What follows belongs to an exercise in optimizing a design on an open flow for small area and a short achievable clock period; a production flow would make more cautious choices. RTL that was checked went through simulation tests only; none was proved equivalent to the original. For run 2, only the layout was checked, not whether the RTL still works.

File: flow/design.v
module FIRLPF(
       input                     Clock,
       input                     Rst_n,
       input      signed  [31:0] InputData1,
       output reg signed  [31:0] OutputData    
);
parameter COEFF_00 = 13'sd5;
parameter COEFF_01 = 13'sd5;
parameter COEFF_02 = 13'sd5;
parameter COEFF_03 = 13'sd2;
parameter COEFF_04 = -13'sd2;
parameter COEFF_05 = -13'sd9;
parameter COEFF_06 = -13'sd15;
parameter COEFF_07 = -13'sd12;
parameter COEFF_08 =  13'sd10;
parameter COEFF_09 =  13'sd67;
parameter COEFF_10 =  13'sd178;
parameter COEFF_11 =  13'sd359;
parameter COEFF_12 =  13'sd621;
parameter COEFF_13 =  13'sd964;
parameter COEFF_14 =  13'sd1374;
parameter COEFF_15 =  13'sd1823;
parameter COEFF_16 =  13'sd2269;
parameter COEFF_17 =  13'sd2664;
parameter COEFF_18 =  13'sd2959;
parameter COEFF_19 =  13'sd3117;
parameter COEFF_20 =  13'sd3117;
parameter COEFF_21 =  13'sd2959;
parameter COEFF_22 =  13'sd2664;
parameter COEFF_23 =  13'sd2269;
parameter COEFF_24 =  13'sd1823;
parameter COEFF_25 =  13'sd1374;
parameter COEFF_26 =  13'sd964;
parameter COEFF_27 =  13'sd621;
parameter COEFF_28 =  13'sd359;
parameter COEFF_29 =  13'sd178;
parameter COEFF_30 =  13'sd67;
parameter COEFF_31 =  13'sd10;
parameter COEFF_32 = -13'sd12;
parameter COEFF_33 = -13'sd15;
parameter COEFF_34 = -13'sd9;
parameter COEFF_35 = -13'sd2;
parameter COEFF_36 = 13'sd2;
parameter COEFF_37 = 13'sd5;
parameter COEFF_38 = 13'sd5;
parameter COEFF_39 = 13'sd5;
wire signed[31:0] InputData;
assign InputData = InputData1;
reg [5:0]	Count;
always @(posedge Clock or negedge Rst_n)
begin
  if(Rst_n==1'b0)
    Count<=6'd0;
  else if(Count<6'd39)
    Count<=Count+6'd1;
  else
    Count<=6'd0;      
end	 
reg signed [39:0] FIRSum;
always @(posedge Clock or negedge Rst_n)
begin
  if(Rst_n==1'b0)
    FIRSum<=40'sd0;
  else 
    case(Count)
    	6'd0:FIRSum<=InputData*COEFF_00;
    	6'd1:FIRSum<=FIRSum+InputData*COEFF_01;
    	6'd2:FIRSum<=FIRSum+InputData*COEFF_02;
    	6'd3:FIRSum<=FIRSum+InputData*COEFF_03;
    	6'd4:FIRSum<=FIRSum+InputData*COEFF_04;
    	6'd5:FIRSum<=FIRSum+InputData*COEFF_05;
    	6'd6:FIRSum<=FIRSum+InputData*COEFF_06;
    	6'd7:FIRSum<=FIRSum+InputData*COEFF_07;
    	6'd8:FIRSum<=FIRSum+InputData*COEFF_08;   
    	6'd9:FIRSum<=FIRSum+InputData*COEFF_09; 
     6'd10:FIRSum<=FIRSum+InputData*COEFF_10; 
     6'd11:FIRSum<=FIRSum+InputData*COEFF_11;
     6'd12:FIRSum<=FIRSum+InputData*COEFF_12;
     6'd13:FIRSum<=FIRSum+InputData*COEFF_13;
     6'd14:FIRSum<=FIRSum+InputData*COEFF_14;
     6'd15:FIRSum<=FIRSum+InputData*COEFF_15;
     6'd16:FIRSum<=FIRSum+InputData*COEFF_16;
     6'd17:FIRSum<=FIRSum+InputData*COEFF_17;
     6'd18:FIRSum<=FIRSum+InputData*COEFF_18;   
     6'd19:FIRSum<=FIRSum+InputData*COEFF_19; 
     6'd20:FIRSum<=FIRSum+InputData*COEFF_20; 
     6'd21:FIRSum<=FIRSum+InputData*COEFF_21;
     6'd22:FIRSum<=FIRSum+InputData*COEFF_22;
     6'd23:FIRSum<=FIRSum+InputData*COEFF_23;
     6'd24:FIRSum<=FIRSum+InputData*COEFF_24;
     6'd25:FIRSum<=FIRSum+InputData*COEFF_25;
     6'd26:FIRSum<=FIRSum+InputData*COEFF_26;
     6'd27:FIRSum<=FIRSum+InputData*COEFF_27;
     6'd28:FIRSum<=FIRSum+InputData*COEFF_28;   
     6'd29:FIRSum<=FIRSum+InputData*COEFF_29; 
     6'd30:FIRSum<=FIRSum+InputData*COEFF_30; 
     6'd31:FIRSum<=FIRSum+InputData*COEFF_31;
     6'd32:FIRSum<=FIRSum+InputData*COEFF_32;
     6'd33:FIRSum<=FIRSum+InputData*COEFF_33;
     6'd34:FIRSum<=FIRSum+InputData*COEFF_34;
     6'd35:FIRSum<=FIRSum+InputData*COEFF_35;
     6'd36:FIRSum<=FIRSum+InputData*COEFF_36;
     6'd37:FIRSum<=FIRSum+InputData*COEFF_37;
     6'd38:FIRSum<=FIRSum+InputData*COEFF_38;   
     6'd39:FIRSum<=FIRSum+InputData*COEFF_39;
     default:FIRSum<=FIRSum;                	    	  	    	
    endcase	    
end	 
reg signed [24:0] FIRSum_Reg0;
reg signed [24:0] FIRSum_Reg1;
reg signed [24:0] FIRSum_Reg2;
reg signed [24:0] FIRSum_Reg3;
reg signed [24:0] FIRSum_Reg4;
reg signed [24:0] FIRSum_Reg5;
reg signed [24:0] FIRSum_Reg6;
reg signed [24:0] FIRSum_Reg7;
reg signed [27:0] FIRSum_RegSum;
always @(posedge Clock or negedge Rst_n)
begin
  if(Rst_n==1'b0)
    begin
    FIRSum_Reg0<=25'sd0;
    FIRSum_Reg1<=25'sd0;
    FIRSum_Reg2<=25'sd0;
    FIRSum_Reg3<=25'sd0;
    FIRSum_Reg4<=25'sd0;
    FIRSum_Reg5<=25'sd0;
    FIRSum_Reg6<=25'sd0;
    FIRSum_Reg7<=25'sd0;
    FIRSum_RegSum<=28'sd0;
    OutputData<=32'sd0;
    end
  else 
    case(Count)
    	6'd0:
		    begin
		    FIRSum_Reg0<=FIRSum[39:15];
		    FIRSum_Reg1<=FIRSum_Reg0;
		    FIRSum_Reg2<=FIRSum_Reg1;
		    FIRSum_Reg3<=FIRSum_Reg2;
		    FIRSum_Reg4<=FIRSum_Reg3;
		    FIRSum_Reg5<=FIRSum_Reg4;
		    FIRSum_Reg6<=FIRSum_Reg5;
		    FIRSum_Reg7<=FIRSum_Reg6;
		    OutputData<={{7{FIRSum_RegSum[27]}},FIRSum_RegSum[27:3]};
		    end
    	6'd1:FIRSum_RegSum<={{3{FIRSum_Reg0[24]}},FIRSum_Reg0};
    	6'd2:FIRSum_RegSum<=FIRSum_RegSum+{{3{FIRSum_Reg1[24]}},FIRSum_Reg1};
    	6'd3:FIRSum_RegSum<=FIRSum_RegSum+{{3{FIRSum_Reg2[24]}},FIRSum_Reg2};
    	6'd4:FIRSum_RegSum<=FIRSum_RegSum+{{3{FIRSum_Reg3[24]}},FIRSum_Reg3};
    	6'd5:FIRSum_RegSum<=FIRSum_RegSum+{{3{FIRSum_Reg4[24]}},FIRSum_Reg4};
    	6'd6:FIRSum_RegSum<=FIRSum_RegSum+{{3{FIRSum_Reg5[24]}},FIRSum_Reg5};
    	6'd7:FIRSum_RegSum<=FIRSum_RegSum+{{3{FIRSum_Reg6[24]}},FIRSum_Reg6};
    	6'd8:FIRSum_RegSum<=FIRSum_RegSum+{{3{FIRSum_Reg7[24]}},FIRSum_Reg7};
		default:FIRSum_RegSum<=FIRSum_RegSum;
    endcase
end
endmodule 
File: flow/run.sh
#!/bin/bash
# synth_recipe.tcl (not shown) runs the flow's synth.tcl, then flattens the netlist and writes it again
# the make line also repeats each setting of config.mk as NAME=value (left out here)
make -C /OpenROAD-flow-scripts/flow DESIGN_CONFIG=/design/flow/config.mk WORK_HOME=/design/flow/orfs CLKGATE_MAP_FILE= SYNTH_SCRIPT=/design/flow/synth_recipe.tcl finish
File: flow/config.mk
export PLATFORM = sky130hd
export DESIGN_NAME = FIRLPF
export DESIGN_NICKNAME = FIRLPF
export VERILOG_FILES = /design/flow/design.v
export SDC_FILE = /design/flow/constraint.sdc
export NUM_CORES = 4
export LEC_CHECK = 0
export CAP_MARGIN = 20
export CORE_MARGIN = 2
export CORE_UTILIZATION = 40
export SLEW_MARGIN = 20
File: flow/constraint.sdc
create_clock -name core_clock -period 11.0 [get_ports {Clock}]
set_input_delay 2.2000 -clock core_clock [delete_from_list [all_inputs] [get_ports {Clock}]]
set_output_delay 2.2000 -clock core_clock [all_outputs]
set_load 0.01 [all_outputs]
==> results of run 1 <==
-- critical path, delay by kind of cell --
kind | cells | cell delay, ns
XOR/XNOR | 1 | 0.25
AO/OA/AOI/OAI | 17 | 4.22
adder cells (fa/ha/maj) | 7 | 2.82
buffers and inverters | 8 | 1.16
AND/OR/NAND/NOR | 4 | 0.55
-- layer usage --
metal  vias to the layer above  GRT usage  wire length (µm)
met5                         -          0               194
met2                      5444      0.540            197000
met4                        32      0.302             49800
li1                      39890          -                 -
met1                     45181      0.466            181000
met3                      1570     0.0910             52400
-- cells by family after synthesis --
kind of cell / after synthesis / share of synthesized area
AO/OA/AOI/OAI: 2554 / 0.167
adder cells (fa/ha/maj): 3027 / 0.487
AND/OR/NAND/NOR: 2316 / 0.105
XOR/XNOR: 673 / 0.0585
multiplexers: 61 / 0.00611
buffers and inverters: 2733 / 0.102
flip-flops: 299 / 0.0742
-- cells in the mapped netlist, types with 102 or more instances --
cell                          n  share of area
sky130_fd_sc_hd__nor2_1     436          0.016
sky130_fd_sc_hd__a22oi_1    102         0.0076
sky130_fd_sc_hd__ha_1      1536           0.19
sky130_fd_sc_hd__a21oi_1    692          0.034
sky130_fd_sc_hd__fa_1      1491           0.30
sky130_fd_sc_hd__dfrtp_1    299          0.074
sky130_fd_sc_hd__nor3_1     117         0.0058
sky130_fd_sc_hd__inv_1     2487          0.093
sky130_fd_sc_hd__a21o_1     341          0.025
sky130_fd_sc_hd__o21ai_0    429          0.021
sky130_fd_sc_hd__clkbuf_1   208         0.0077
sky130_fd_sc_hd__xnor2_1    392          0.034
sky130_fd_sc_hd__nand3_1    153         0.0076
sky130_fd_sc_hd__nand2_1   1048          0.039
sky130_fd_sc_hd__xor2_1     281          0.024
sky130_fd_sc_hd__nand2b_1   119         0.0074
-- final cells by class --
class,count,area share
antenna,13,0.000289
clock buffer,51,0.00962
clock inverter,17,0.00135
inverter,2487,0.0831
multi-input combinational,8631,0.741
sequential,299,0.0666
tap,3348,0.0373
timing repair buffer,887,0.0606
-- repair_timing --
item,in CTS,in global routing
setup buffers,0,2
gates resized for setup,0,20
endpoints found under the setup margin,0,8
-- through the flow --
step           instance area [µm²]  setup WS, ns
5_1_grt                     112000       0.00742
6_report                    112000         0.242
2_1_floorplan               101000         0.715
4_1_cts                     112000         0.222
3_3_place_gp                111000        -0.326
3_5_place_dp                111000        -0.356
-- worst paths after layout --
kind	end	cells past startpoint	start	slack [ns]
setup / recovery	FIRSum[37]	37	InputData1[13]	0.24
hold / removal	OutputData[21]	2	OutputData[21]	0.48
setup reg to reg	FIRSum[25]	21	Count[4]	3.08
hold reg to reg	OutputData[21]	2	OutputData[21]	0.48
max in group asynchronous	FIRSum[5]	2	Rst_n	7.99
min in group asynchronous	FIRSum_Reg5[21]	1	Rst_n	1.66
==> impl_metrics.prom, run 1 <==
# TYPE chip_impl_metric gauge
chip_impl_info{name="status",value="no timing/DRC/antenna violations"} 1
chip_impl_metric{name="drt-total-wl",unit="µm"} 480000
chip_impl_metric{name="core.rowCount",unit=""} 184
chip_impl_metric{name="grt-ovfl-total",unit=""} 0
chip_impl_metric{name="drt_first_iter_violations",unit=""} 10650
chip_impl_metric{name="finalHoldViolCount",unit=""} 0
chip_impl_metric{name="post-route-drc-count",unit=""} 0
chip_impl_metric{name="clock_sinks",unit=""} 299
chip_impl_metric{name="worst_hold_slack",unit="ns"} 0.476
chip_impl_metric{name="grtUsageTotal",unit=""} 0.371
chip_impl_metric{name="antenna_violation_net_count_after_detailed_routing",unit=""} 0
chip_impl_metric{name="critPathRequiredTime",unit="ns"} 11.45
chip_impl_metric{name="die_width",unit="µm"} 506
chip_impl_metric{name="nFillCells",unit=""} 25351
chip_impl_info{name="cts_root_buf",value="sky130_fd_sc_hd__clkbuf_16"} 1
chip_impl_info{name="synth_ff_type",value="sky130_fd_sc_hd__dfrtp_1"} 1
chip_impl_metric{name="setup_tns",unit="ns"} 0
chip_impl_info{name="end_kind",value="register"} 1
chip_impl_metric{name="coreArea",unit="mm²"} 0.251
chip_impl_metric{name="worstPathMaxFanout",unit=""} 6
chip_impl_info{name="largest_register",value="FIRSum"} 1
chip_impl_metric{name="via_per_inst",unit=""} 5.86
chip_impl_metric{name="register_area_share_after_synthesis",unit=""} 0.0742
chip_impl_info{name="tritoncts",value="yes"} 1
chip_impl_metric{name="place.detailed.hpwl",unit="µm"} 406000
chip_impl_metric{name="largest_reg_flops",unit=""} 40
chip_impl_metric{name="netlist_area",unit="mm²"} 0.101
chip_impl_metric{name="slew_headroom",unit=""} 0.155
chip_impl_metric{name="final_min_period_over_clock_period",unit=""} 0.978
chip_impl_metric{name="port-buffer-count",unit=""} 65
chip_impl_metric{name="synth_cell_type_count",unit=""} 93
chip_impl_metric{name="layout_min_cycle_time",unit="ns"} 10.76
chip_impl_metric{name="cp.arrival",unit="ns"} 11.21
chip_impl_metric{name="multiInputGateArea",unit="mm²"} 0.0833
chip_impl_metric{name="post_route_cells_drive_above_1_share",unit=""} 0.0844
chip_impl_metric{name="mappedNetlistNets",unit=""} 14724
chip_impl_metric{name="cts_made_buffers",unit=""} 38
chip_impl_info{name="mostFrequentLayoutCell",value="sky130_fd_sc_hd__inv_1"} 1
chip_impl_metric{name="numPlacedInstances",unit=""} 15649
chip_impl_metric{name="cpPeakStageDelay",unit="ns"} 0.51
chip_impl_metric{name="yosys_warnings",unit=""} 1
chip_impl_metric{name="layout.nets",unit=""} 15405
chip_impl_metric{name="io-pin-count",unit=""} 66
chip_impl_metric{name="timing.fmax",unit="GHz"} 0.0930
chip_impl_metric{name="htreeDepth",unit=""} 2
chip_impl_info{name="timing.critical_path.slowest_stage_cell",value="sky130_fd_sc_hd__fa_1"} 1
chip_impl_metric{name="timing.final.max_slew_violations",unit=""} 0
chip_impl_metric{name="vias_in_the_first_global_route",unit=""} 91242
chip_impl_metric{name="die_area",unit="mm²"} 0.256
chip_impl_info{name="top_regs",value="FIRSum (40), FIRSum_RegSum (28)"} 1
chip_impl_metric{name="netlist_instances",unit=""} 11663
chip_impl_info{name="layout_common_cells",value="2486 x sky130_fd_sc_hd__inv_1, 1536 x sky130_fd_sc_hd__ha_1, 1491 x sky130_fd_sc_hd__fa_1, 1042 x sky130_fd_sc_hd__nand2_1, 812 x sky130_fd_sc_hd__buf_4"} 1
chip_impl_metric{name="wire_length_of_the_first_global_routing_pass",unit="µm"} 676000
chip_impl_metric{name="post-route-util",unit=""} 0.448
chip_impl_metric{name="insertion_delay",unit="ns"} 0.58
chip_impl_metric{name="firstDrtPassIters",unit=""} 7
chip_impl_metric{name="grt_antenna_before_repair",unit=""} 40
chip_impl_metric{name="fin_worst_skew",unit="ns"} 0.0230
chip_impl_metric{name="initial_core_util",unit=""} 0.402
chip_impl_metric{name="postSynth.asyncResetShare",unit=""} 1.00
chip_impl_metric{name="drt-wirelength-per-cell",unit="µm"} 30.5
chip_impl_info{name="hp_class",value="register to register"} 1
chip_impl_metric{name="worst-slew-pin-transition",unit="ns"} 1.25
chip_impl_metric{name="ys_seq_elements",unit=""} 299
chip_impl_metric{name="max-cap-violations",unit=""} 0
chip_impl_metric{name="area_growth_syn_to_layout",unit="%"} 11.5
chip_impl_metric{name="stdcell_count",unit=""} 15733
chip_impl_metric{name="post_cts_hold_buffer_count",unit=""} 0
chip_impl_metric{name="clk_transition_reported_paths",unit="ns"} 0.06
chip_impl_metric{name="timing.final.setup_violations",unit=""} 0
chip_impl_metric{name="via_count",unit=""} 92117
chip_impl_metric{name="final-seq-area",unit="mm²"} 0.00748
chip_impl_metric{name="maximum_number_of_pins_on_one_net_before_global_route_repair",unit=""} 139
chip_impl_info{name="critPathKind",value="input port to register"} 1
chip_impl_metric{name="avgSynthCellArea",unit="µm²"} 8.64
chip_impl_metric{name="synth_edf_count",unit=""} 0
chip_impl_info{name="critical_path.startpoint_type",value="input port"} 1
chip_impl_metric{name="floorplan.die.height",unit="µm"} 506
chip_impl_metric{name="cts-root-to-sink-buffers",unit=""} 3
chip_impl_metric{name="gp_congestion",unit=""} 1.09
chip_impl_info{name="grt_setup_unrepaired",value="no"} 1
==> inputs of run 2 (changes only) <==
==> flow/design.v (replaced) <==
module FIRLPF(
       input                     Clock,
       input                     Rst_n,
       input      signed  [31:0] InputData1,
       output     signed  [31:0] OutputData
);
reg [5:0] Count;
always @(posedge Clock or negedge Rst_n)
  if (!Rst_n)            Count <= 6'd0;
  else if (Count < 6'd39) Count <= Count + 6'd1;
  else                   Count <= 6'd0;
wire first = (Count == 6'd0);
reg signed [12:0] coef;
always @* begin
  case (Count)
    6'd0,  6'd39: coef = 13'sd5;
    6'd1,  6'd38: coef = 13'sd5;
    6'd2,  6'd37: coef = 13'sd5;
    6'd3,  6'd36: coef = 13'sd2;
    6'd4,  6'd35: coef = -13'sd2;
    6'd5,  6'd34: coef = -13'sd9;
    6'd6,  6'd33: coef = -13'sd15;
    6'd7,  6'd32: coef = -13'sd12;
    6'd8,  6'd31: coef = 13'sd10;
    6'd9,  6'd30: coef = 13'sd67;
    6'd10, 6'd29: coef = 13'sd178;
    6'd11, 6'd28: coef = 13'sd359;
    6'd12, 6'd27: coef = 13'sd621;
    6'd13, 6'd26: coef = 13'sd964;
    6'd14, 6'd25: coef = 13'sd1374;
    6'd15, 6'd24: coef = 13'sd1823;
    6'd16, 6'd23: coef = 13'sd2269;
    6'd17, 6'd22: coef = 13'sd2664;
    6'd18, 6'd21: coef = 13'sd2959;
    default:      coef = 13'sd3117;
  endcase
end
reg  signed [39:0] S;
wire signed [39:0] prod = InputData1 * coef;
always @(posedge Clock)
  S <= (first ? 40'sd0 : S) + prod;
reg [3:0] nb;
always @(posedge Clock or negedge Rst_n)
  if (!Rst_n)                 nb <= 4'd0;
  else if (first && nb != 4'd9) nb <= nb + 4'd1;
reg [27:0] R0, R1, R2, R3, R4, R5, R6, R7, R8;
wire [27:0] newest = R3;
wire [27:0] oldest = (nb == 4'd9) ? R8 : 28'd0;
wire [27:0] ins    = (nb == 4'd0) ? 28'd0 : newest + {{3{S[39]}}, S[39:15]};
always @(posedge Clock) begin
  R0 <= first ? ins : R8;
  R1 <= R0; R2 <= R1; R3 <= R2; R4 <= R3;
  R5 <= R4; R6 <= R5; R7 <= R6; R8 <= R7;
end
wire [27:0] diff = newest - oldest;
reg [24:0] Out;
always @(posedge Clock or negedge Rst_n)
  if (!Rst_n)     Out <= 25'd0;
  else if (first) Out <= (nb == 4'd0) ? 25'd0 : diff[27:3];
assign OutputData = {{7{Out[24]}}, Out};
endmodule
==> impl_metrics.prom, run 2 <==
# TYPE chip_impl_metric gauge
chip_impl_info{name="status",value="no timing/DRC/antenna violations"} 1
chip_impl_metric{name="synth_xor_xnor_area_share",unit=""} 0.0367
chip_impl_metric{name="drt_first_iter_violations",unit=""} 790
chip_impl_metric{name="clock_sinks",unit=""} 327
chip_impl_metric{name="post_route_cells_drive_above_1_share",unit=""} 0.0431
chip_impl_info{name="critical_path.startpoint_type",value="register"} 1
chip_impl_metric{name="coreArea",unit="mm²"} 0.0618
chip_impl_metric{name="via_count",unit=""} 16500
chip_impl_metric{name="final_min_period_over_clock_period",unit=""} 0.798
chip_impl_metric{name="io-pin-count",unit=""} 66
chip_impl_metric{name="maximum_number_of_pins_on_one_net_before_global_route_repair",unit=""} 63
chip_impl_metric{name="synth_fa_ha_area_frac",unit=""} 0.388
chip_impl_metric{name="synth_cell_type_count",unit=""} 67
chip_impl_metric{name="layout.nets",unit=""} 3135
chip_impl_metric{name="synth_edf_count",unit=""} 0
chip_impl_metric{name="synth.top_cell.area_share",unit=""} 0.301
chip_impl_info{name="rr_endpoint",value="S[37]"} 1
chip_impl_info{name="grt_setup_unrepaired",value="no"} 1
chip_impl_metric{name="nFillCells",unit=""} 5863
chip_impl_metric{name="critPathRequiredTime",unit="ns"} 11.46
chip_impl_info{name="min_to",value="R5[11]"} 1
chip_impl_info{name="tritoncts",value="yes"} 1
chip_impl_metric{name="place.detailed.hpwl",unit="µm"} 43900
chip_impl_metric{name="timing.fmax",unit="GHz"} 0.114
chip_impl_metric{name="gp_congestion",unit=""} 0.842
chip_impl_info{name="end_kind",value="register"} 1
chip_impl_info{name="mostFrequentLayoutCell",value="sky130_fd_sc_hd__inv_1"} 1
chip_impl_metric{name="htreeDepth",unit=""} 1
chip_impl_metric{name="die_area",unit="mm²"} 0.0647
chip_impl_metric{name="timing.final.max_slew_violations",unit=""} 0
chip_impl_metric{name="cp.arrival",unit="ns"} 9.23
chip_impl_info{name="critPathKind",value="register to register"} 1
chip_impl_info{name="cts_root_buf",value="sky130_fd_sc_hd__clkbuf_16"} 1
chip_impl_metric{name="drt-total-wl",unit="µm"} 56100
chip_impl_metric{name="clk_transition_reported_paths",unit="ns"} 0.06
chip_impl_metric{name="netlist_area",unit="mm²"} 0.0251
chip_impl_metric{name="layout_min_cycle_time",unit="ns"} 8.78
chip_impl_metric{name="initial_core_util",unit=""} 0.406
chip_impl_metric{name="firstDrtPassIters",unit=""} 7
chip_impl_metric{name="slew_headroom",unit=""} 0.349
chip_impl_metric{name="core.rowCount",unit=""} 91
chip_impl_metric{name="muxShareOfSynthArea",unit=""} 0.00469
chip_impl_metric{name="ff2ff_path_depth",unit=""} 25
chip_impl_metric{name="grtUsageTotal",unit=""} 0.182
chip_impl_metric{name="cts.repair.resized",unit=""} 0
chip_impl_metric{name="timing.final.setup_violations",unit=""} 0
chip_impl_metric{name="largest_reg_flops",unit=""} 40
chip_impl_info{name="yosys-top-cells-count",value="457 x sky130_fd_sc_hd__inv_1, 377 x sky130_fd_sc_hd__fa_1, 292 x sky130_fd_sc_hd__dfxtp_1"} 1
chip_impl_info{name="dominant_combinational_cell_family_by_area_after_synthesis",value="adder cells"} 1
chip_impl_info{name="top_cells_by_area_in_the_synthesized_netlist",value="sky130_fd_sc_hd__fa_1 30%, sky130_fd_sc_hd__dfxtp_1 23%, sky130_fd_sc_hd__ha_1 8.7%"} 1
chip_impl_metric{name="finalHoldViolCount",unit=""} 0
chip_impl_info{name="synth_ff_type",value="sky130_fd_sc_hd__dfxtp_1"} 1
chip_impl_metric{name="holdPathStages",unit=""} 0
chip_impl_metric{name="post_synthesis_share_of_cell_area_spent_on_and_or_nand_and_nor_gates",unit=""} 0.132
chip_impl_metric{name="wire_length_of_the_first_global_routing_pass",unit="µm"} 93800
chip_impl_info{name="largest_register",value="S"} 1
chip_impl_metric{name="worst-slew-pin-transition",unit="ns"} 0.977
chip_impl_metric{name="yosys_warnings",unit=""} 1
chip_impl_metric{name="stdcell_count",unit=""} 3412
chip_impl_metric{name="via_per_inst",unit=""} 4.84
chip_impl_metric{name="insertion_delay",unit="ns"} 0.57
chip_impl_metric{name="post_cts_hold_buffer_count",unit=""} 0
chip_impl_metric{name="avgSynthCellArea",unit="µm²"} 9.86
chip_impl_metric{name="grt_antenna_before_repair",unit=""} 2
chip_impl_metric{name="port-buffer-count",unit=""} 65
chip_impl_metric{name="ys_seq_elements",unit=""} 327
chip_impl_metric{name="register_area_share_after_synthesis",unit=""} 0.268
chip_impl_info{name="hp_class",value="register to register"} 1
chip_impl_metric{name="r2r_setup_slack",unit="ns"} 2.22
chip_impl_info{name="synth_area_leader_cell",value="sky130_fd_sc_hd__fa_1"} 1
chip_impl_metric{name="mappedNetlistNets",unit=""} 3129
chip_impl_metric{name="setup_tns",unit="ns"} 0
chip_impl_metric{name="postSynth.asyncResetShare",unit=""} 0.107
chip_impl_metric{name="post-route-drc-count",unit=""} 0
chip_impl_metric{name="synth-compound-area-share",unit=""} 0.0841
chip_impl_metric{name="netlist_instances",unit=""} 2543
chip_impl_info{name="synthMostInstantiatedCell",value="sky130_fd_sc_hd__inv_1"} 1
chip_impl_metric{name="post-cts-setup-buffer-count",unit=""} 0
chip_impl_metric{name="die_width",unit="µm"} 254
chip_impl_info{name="layout_common_cells",value="457 x sky130_fd_sc_hd__inv_1, 377 x sky130_fd_sc_hd__fa_1, 292 x sky130_fd_sc_hd__dfxtp_1, 272 x sky130_fd_sc_hd__nand2_1, 200 x sky130_fd_sc_hd__and2_1"} 1
chip_impl_metric{name="numPlacedInstances",unit=""} 3353
chip_impl_metric{name="max-cap-violations",unit=""} 0
chip_impl_metric{name="vias_in_the_first_global_route",unit=""} 17738
chip_impl_metric{name="grt-ovfl-total",unit=""} 0
chip_impl_metric{name="floorplan.die.height",unit="µm"} 254
chip_impl_metric{name="fin_worst_skew",unit="ns"} 0.0234
chip_impl_metric{name="antenna_violation_net_count_after_detailed_routing",unit=""} 0
chip_impl_metric{name="cts_made_buffers",unit=""} 31
chip_impl_metric{name="area_growth_syn_to_layout",unit="%"} 10.4
chip_impl_info{name="critical_path.reg2reg.startpoint",value="Count[3]"} 1
chip_impl_metric{name="cts-root-to-sink-buffers",unit=""} 3
chip_impl_metric{name="drt-wirelength-per-cell",unit="µm"} 16.5
chip_impl_metric{name="worstPathMaxFanout",unit=""} 26
chip_impl_info{name="hold_path_startpoint",value="R4[11]"} 1
-- run 2: changes by cell type after synthesis, moves of 384 or more --
cell,change
sky130_fd_sc_hd__inv_1,-2030
sky130_fd_sc_hd__ha_1,-1361
sky130_fd_sc_hd__nand2_1,-776
sky130_fd_sc_hd__o21ai_0,-384
sky130_fd_sc_hd__fa_1,-1114
sky130_fd_sc_hd__a21oi_1,-608
-- run 2: routing by layer --
layer  global-route usage  up-vias  share of wire
li1                     -     7850              -
met1                0.265     8190           0.49
met2                0.291      387           0.44
met3               0.0236       71          0.049
met4               0.0370        2          0.017
met5                    0        -        0.00021
-- run 2: final cells by class --
cell class              instances  area [µm²]  area share
well taps                     837        1050      0.0378
inverters                     457        1720      0.0619
repair buffers                 83         781      0.0282
multi-input cells            1649       16300       0.589
clock buffers                  42         973      0.0352
diodes                          1        2.50   0.0000904
flip-flops and latches        327        6720       0.243
clock inverters                16         145     0.00524
-- run 2: logic make-up after synthesis --
logic type,after synthesis
mux,8
simple gates,675
buf+inv,567
compound gates,309
flops,327
fa+ha+maj,552
xor+xnor,105
-- run 2: critical path: stages, from the launching register on --
cell	delay, ns
sky130_fd_sc_hd__dfrtp_1	0.86
sky130_fd_sc_hd__inv_1	0.45
sky130_fd_sc_hd__and2_0	0.25
sky130_fd_sc_hd__o21a_1	0.21
sky130_fd_sc_hd__o31ai_4	0.80
sky130_fd_sc_hd__buf_4	0.42
sky130_fd_sc_hd__nand2_1	0.12
sky130_fd_sc_hd__fa_1	0.53
sky130_fd_sc_hd__inv_1	0.06
sky130_fd_sc_hd__fa_1	0.55
sky130_fd_sc_hd__fa_1	0.43
sky130_fd_sc_hd__fa_1	0.46
sky130_fd_sc_hd__fa_1	0.50
sky130_fd_sc_hd__inv_1	0.07
sky130_fd_sc_hd__fa_1	0.49
sky130_fd_sc_hd__inv_1	0.05
sky130_fd_sc_hd__ha_1	0.34
sky130_fd_sc_hd__o21ai_0	0.14
sky130_fd_sc_hd__a21oi_1	0.22
sky130_fd_sc_hd__nand3_1	0.10
sky130_fd_sc_hd__o21ai_1	0.45
sky130_fd_sc_hd__a31oi_1	0.23
sky130_fd_sc_hd__o21ai_1	0.36
sky130_fd_sc_hd__a41oi_1	0.20
sky130_fd_sc_hd__nor2b_1	0.18
sky130_fd_sc_hd__xnor2_1	0.12
-- run 2: worst max-delay path by stage --
stage	from	end
5_1_grt	Count[3]	S[37]
3_5_place_dp	InputData1[7]	S[37]
6_report	Count[3]	S[37]
4_1_cts	Count[3]	S[37]
3_3_place_gp	InputData1[7]	S[37]
2_1_floorplan	InputData1[7]	S[37]
-- run 2: stage by stage --
stage	setup slack [ns]	hold slack (ns)	util	instance area, µm²
2_1_floorplan	3.20	0.310	-	25100
3_3_place_gp	2.20	0.310	0.430	26600
3_5_place_dp	2.07	0.312	0.430	26600
4_1_cts	2.33	0.310	0.448	27700
5_1_grt	1.76	0.310	0.448	27700
6_report	2.22	0.309	0.448	27700

separate check: timing with driven ports:
Ports are ideal in the flow. The routed layouts listed here were re-timed in OpenROAD. Step 1 assumes that a clkbuf_16 drives the clock port and a buf_2 every other input. Step 2 also shifts input and output timing later by t, the mid clock arrival at the registers, as if the neighbouring blocks saw the same clock. Slacks: ideal / step 1 / step 2; pairs: ideal / step 1.
| run | t (ns) | slack for setup (ns) | worst setup path after step 2 |
|---|---|---|---|
| run 1 | 0.627 | 0.242 / 0.240 / -0.387 | input to register |
| run 2 | 0.617 | 2.224 / 2.224 / 2.020 | input to register |
With both steps, setup timing fails in run 1, where it was met with ideal ports. For run 1, which loses most, drivers alone change the setup slack by -0.002 ns; drivers and shift together by -0.629 ns.
